This is an optimization exercise on Yosys and OpenROAD, whose aim is small area, not a production implementation. RTL that was checked went through simulation tests only; none was proved equivalent to the original. No driver is modelled on the clock port, so clocking that relies on it looks cheaper here than on a real chip.

==> juniper: inputs <==
==> flow/design.v <==
`timescale 1ns / 1ps
module fifo(
    input               clk,
    input               rstn,
    input               input_valid,
    input               output_enable,
    output reg          input_enable,
    output reg          output_valid,
    input       [15: 0] data_in,
    output reg  [ 7: 0] data_out
);
    reg [ 7: 0] mem [31: 0];
    reg [ 4: 0] write_addr;
    reg [ 4: 0] read_addr;
    always @(posedge clk or negedge rstn) begin
        if (rstn == 0)begin
            write_addr       <= 5'b0;
            read_addr        <= 5'b0;
            input_enable     <= 1'b1;
            output_valid     <= 1'b0;
            data_out[ 7:0]   <= 8'bxxxxxxxx;
        end
        else begin
            if ((input_valid == 1'b1) && (input_enable == 1'b1)) begin
                if (write_addr == 30) begin
                    input_enable   <= 1'b0;
                    output_valid   <= 1'b1;
                    write_addr     <= 5'b0;
                    mem[30][ 7: 0] <= data_in[ 7: 0];
                    mem[31][ 7: 0] <= data_in[15: 8];
                end
                else begin
                    write_addr                 <= write_addr + 2;
                    mem[write_addr][ 7: 0]     <= data_in[ 7: 0];
                    mem[write_addr + 1][ 7: 0] <= data_in[15: 8];
                end
            end
            else if (output_valid == 1'b1 && output_enable == 1'b1) begin
                if (read_addr == 31) begin
                    input_enable    <= 1'b1;
                    output_valid    <= 1'b0;
                    read_addr       <= 5'b0;
                    data_out[ 7: 0] <= mem[31][ 7: 0];
                end
                else begin
                    read_addr       <= read_addr + 1;
                    data_out[ 7: 0] <= mem[read_addr][ 7: 0];
                end
            end
            else begin
            end
        end
    end
endmodule
==> flow/run.sh <==
#!/bin/bash
# synth_recipe.tcl (not shown) runs the flow's synth.tcl, then flattens the netlist and writes it again
# the make line also repeats each setting of config.mk as NAME=value (left out here)
make -C /OpenROAD-flow-scripts/flow DESIGN_CONFIG=/design/flow/config.mk WORK_HOME=/design/flow/orfs CLKGATE_MAP_FILE= SYNTH_SCRIPT=/design/flow/synth_recipe.tcl finish
==> flow/config.mk <==
export PLATFORM = sky130hd
export DESIGN_NAME = fifo
export DESIGN_NICKNAME = fifo
export VERILOG_FILES = /design/flow/design.v
export SDC_FILE = /design/flow/constraint.sdc
export NUM_CORES = 4
export LEC_CHECK = 0
export CAP_MARGIN = 20
export CORE_MARGIN = 2
export CORE_UTILIZATION = 40
export SLEW_MARGIN = 20
==> flow/constraint.sdc <==
create_clock -name core_clock -period 5.0 [get_ports {clk}]
set_input_delay 1.0000 -clock core_clock [delete_from_list [all_inputs] [get_ports {clk}]]
set_output_delay 1.0000 -clock core_clock [all_outputs]
set_load 0.01 [all_outputs]
==> cedar (differences from juniper) <==
==> flow/design.v, changed modules only <==
module fifo(
    input               clk,
    input               rstn,
    input               input_valid,
    input               output_enable,
    output reg          input_enable,
    output              output_valid,
    input       [15: 0] data_in,
    output reg  [ 7: 0] data_out
);
    reg [15: 0] mem [0:15];
    reg         half;        
    reg [ 3: 0] cnt;         
    wire wr    = input_valid & input_enable;
    wire rd    = output_enable & ~input_enable;
    wire shift = wr | (rd & half);
    assign output_valid = ~input_enable;
    integer k;
    always @(posedge clk) begin
        if (shift) begin
            for (k = 0; k < 15; k = k + 1)
                mem[k] <= mem[k + 1];
            mem[15] <= data_in;
        end
    end
    always @(posedge clk) begin
        if (rd)
            data_out <= half ? mem[0][15: 8] : mem[0][ 7: 0];
    end
    always @(posedge clk or negedge rstn) begin
        if (!rstn) begin
            input_enable <= 1'b1;
            half         <= 1'b0;
            cnt          <= 4'd0;
        end else begin
            if (rd)
                half <= ~half;
            if (shift) begin
                cnt <= cnt + 4'd1;
                if (cnt == 4'd15)
                    input_enable <= ~input_enable;
            end
        end
    end
endmodule
==> nickel (differences from juniper) <==
==> flow/design.v, changed modules only <==
module fifo_word(
    input               clk,
    input               shift,
    input               hold,
    input       [15: 0] d,
    output reg  [15: 0] q
);
    always @(posedge clk)
        q <= ({16{shift}} & d) | ({16{hold}} & q);
endmodule
module fifo_out(
    input               clk,
    input               load_lo,
    input               load_hi,
    input               keep,
    input       [ 7: 0] lo,
    input       [ 7: 0] hi,
    output reg  [ 7: 0] q
);
    always @(posedge clk)
        q <= ({8{load_lo}} & lo) | ({8{load_hi}} & hi) | ({8{keep}} & q);
endmodule
module fifo(
    input               clk,
    input               rstn,
    input               input_valid,
    input               output_enable,
    output reg          input_enable,
    output              output_valid,
    input       [15: 0] data_in,
    output      [ 7: 0] data_out
);
    wire [15: 0] w [0:16];   
    reg          half;       
    reg  [ 3: 0] cnt;        
    wire wr    = input_valid & input_enable;
    wire rd    = output_enable & ~input_enable;
    wire shift = wr | (rd & half);
    assign output_valid = ~input_enable;
    assign w[16] = data_in;
    genvar k;
    generate
        for (k = 0; k < 16; k = k + 1) begin : g_word
            fifo_word u_word (
                .clk   (clk),
                .shift (shift),
                .hold  (~shift),
                .d     (w[k + 1]),
                .q     (w[k])
            );
        end
    endgenerate
    fifo_out u_out (
        .clk     (clk),
        .load_lo (rd & ~half),
        .load_hi (rd & half),
        .keep    (~rd),
        .lo      (w[0][ 7: 0]),
        .hi      (w[0][15: 8]),
        .q       (data_out)
    );
    always @(posedge clk or negedge rstn) begin
        if (!rstn) begin
            input_enable <= 1'b1;
            half         <= 1'b0;
            cnt          <= 4'd0;
        end else begin
            if (rd)
                half <= ~half;
            if (shift) begin
                cnt <= cnt + 4'd1;
                if (cnt == 4'd15)
                    input_enable <= ~input_enable;
            end
        end
    end
endmodule
==> flow/flow/run.sh (new file) <==
#!/bin/bash
# Standard ORFS layout with these changes: port buffers use the smallest buffer
# cell, CTS builds the clock tree from clkbuf_8 clusters without dummy loads,
# and cells with spare slack are downsized after CTS.
set -euo pipefail
cd "$(dirname "$0")/.."
bash standard.sh \
  BUFFER_PORTS_ARGS="-buffer_cell sky130_fd_sc_hd__buf_1" \
  CTS_ARGS="-sink_clustering_enable -repair_clock_nets -dont_use_dummy_load -buf_list sky130_fd_sc_hd__clkbuf_8 -sink_clustering_size 20 -sink_clustering_max_diameter 100" \
  POST_CTS_TCL="$PWD/flow/recover.tcl" \
  finish > orfs_make.log 2>&1
==> flow/flow/recover.tcl (new file) <==
# Downsize cells on paths with spare setup slack, to save area.
log_cmd repair_timing -recover_power 100
==> flow/standard.sh (new file) <==
#!/bin/bash
# synth_recipe.tcl (not shown) runs the flow's synth.tcl, then flattens the netlist and writes it again
# the make line also repeats each setting of config.mk as NAME=value (left out here)
make -C /OpenROAD-flow-scripts/flow DESIGN_CONFIG=/design/flow/config.mk WORK_HOME=/design/flow/orfs CLKGATE_MAP_FILE= SYNTH_SCRIPT=/design/flow/synth_recipe.tcl "${@:-finish}"
==> flow/config.mk (replaced) <==
export PLATFORM = sky130hd
export DESIGN_NAME = fifo
export DESIGN_NICKNAME = fifo
export VERILOG_FILES = /design/flow/design.v
export SDC_FILE = /design/flow/constraint.sdc
export NUM_CORES = 4
export LEC_CHECK = 0
export CAP_MARGIN = 0
export CORE_MARGIN = 2
export CORE_UTILIZATION = 75
export CTS_BUF_LIST = sky130_fd_sc_hd__clkbuf_8
export CTS_CLUSTER_DIAMETER = 100
export CTS_CLUSTER_SIZE = 20
export PLACE_DENSITY = 0.85
export SLEW_MARGIN = 0
export SYNTH_HIERARCHICAL = 1
removed: flow/run.sh
==> comparison <==
cedar produced a clean layout. nickel produced a clean layout. juniper finished clean. In nickel the via count is smaller than in juniper, by 46%. Of cedar and juniper, juniper has the higher global-route usage (gap 17 points). Count of clock-buffer cells in the layout: juniper is higher than cedar (13). Between cedar and juniper, the lower synthesized cell count is in cedar (gap about 70%, measured against juniper).
For juniper, only the layout was checked, not whether the RTL still works.

==> what the ideal ports hide <==
The flow's constraints put no driver on any port. The routed layouts listed below were extracted and timed again, unchanged, in two steps. Step 1 (the two cells are an assumption about what drives the block):
set clk [get_ports {clk}]
set_driving_cell -lib_cell sky130_fd_sc_hd__clkbuf_16 $clk
set_driving_cell -lib_cell sky130_fd_sc_hd__buf_2 [delete_from_list [all_inputs] $clk]
Step 2 adds t to the input delays and takes it off the output delays; t is the mean of the earliest and latest rising clock arrival at the registers after step 1. Input paths then give back, and output paths get back, about the clock's delay inside the block. Three values: ideal, step 1, step 2; two values: the first two.
run | shift t [ns] | slack for setup (ns) | worst hold slack (ns) | latest minus earliest clock arrival (ns) | worst register clock-pin slew, ns
juniper | 0.612 | 1.383 / 1.408 / 0.800 | 0.555 / 0.555 / 0.555 | 0.024 / 0.024 | 0.06 / 0.06
cedar | 0.546 | 2.179 / 2.188 / 1.642 | 0.412 / 0.412 / 0.412 | 0.024 / 0.023 | 0.06 / 0.06
nickel | 0.516 | 1.945 / 1.945 / 1.480 | 0.381 / 0.369 / 0.459 | 0.034 / 0.035 | 0.11 / 0.11
After both steps every run listed still meets setup and hold. For juniper, which loses most, drivers alone change the setup slack by +0.025 ns; drivers and shift together by -0.583 ns.
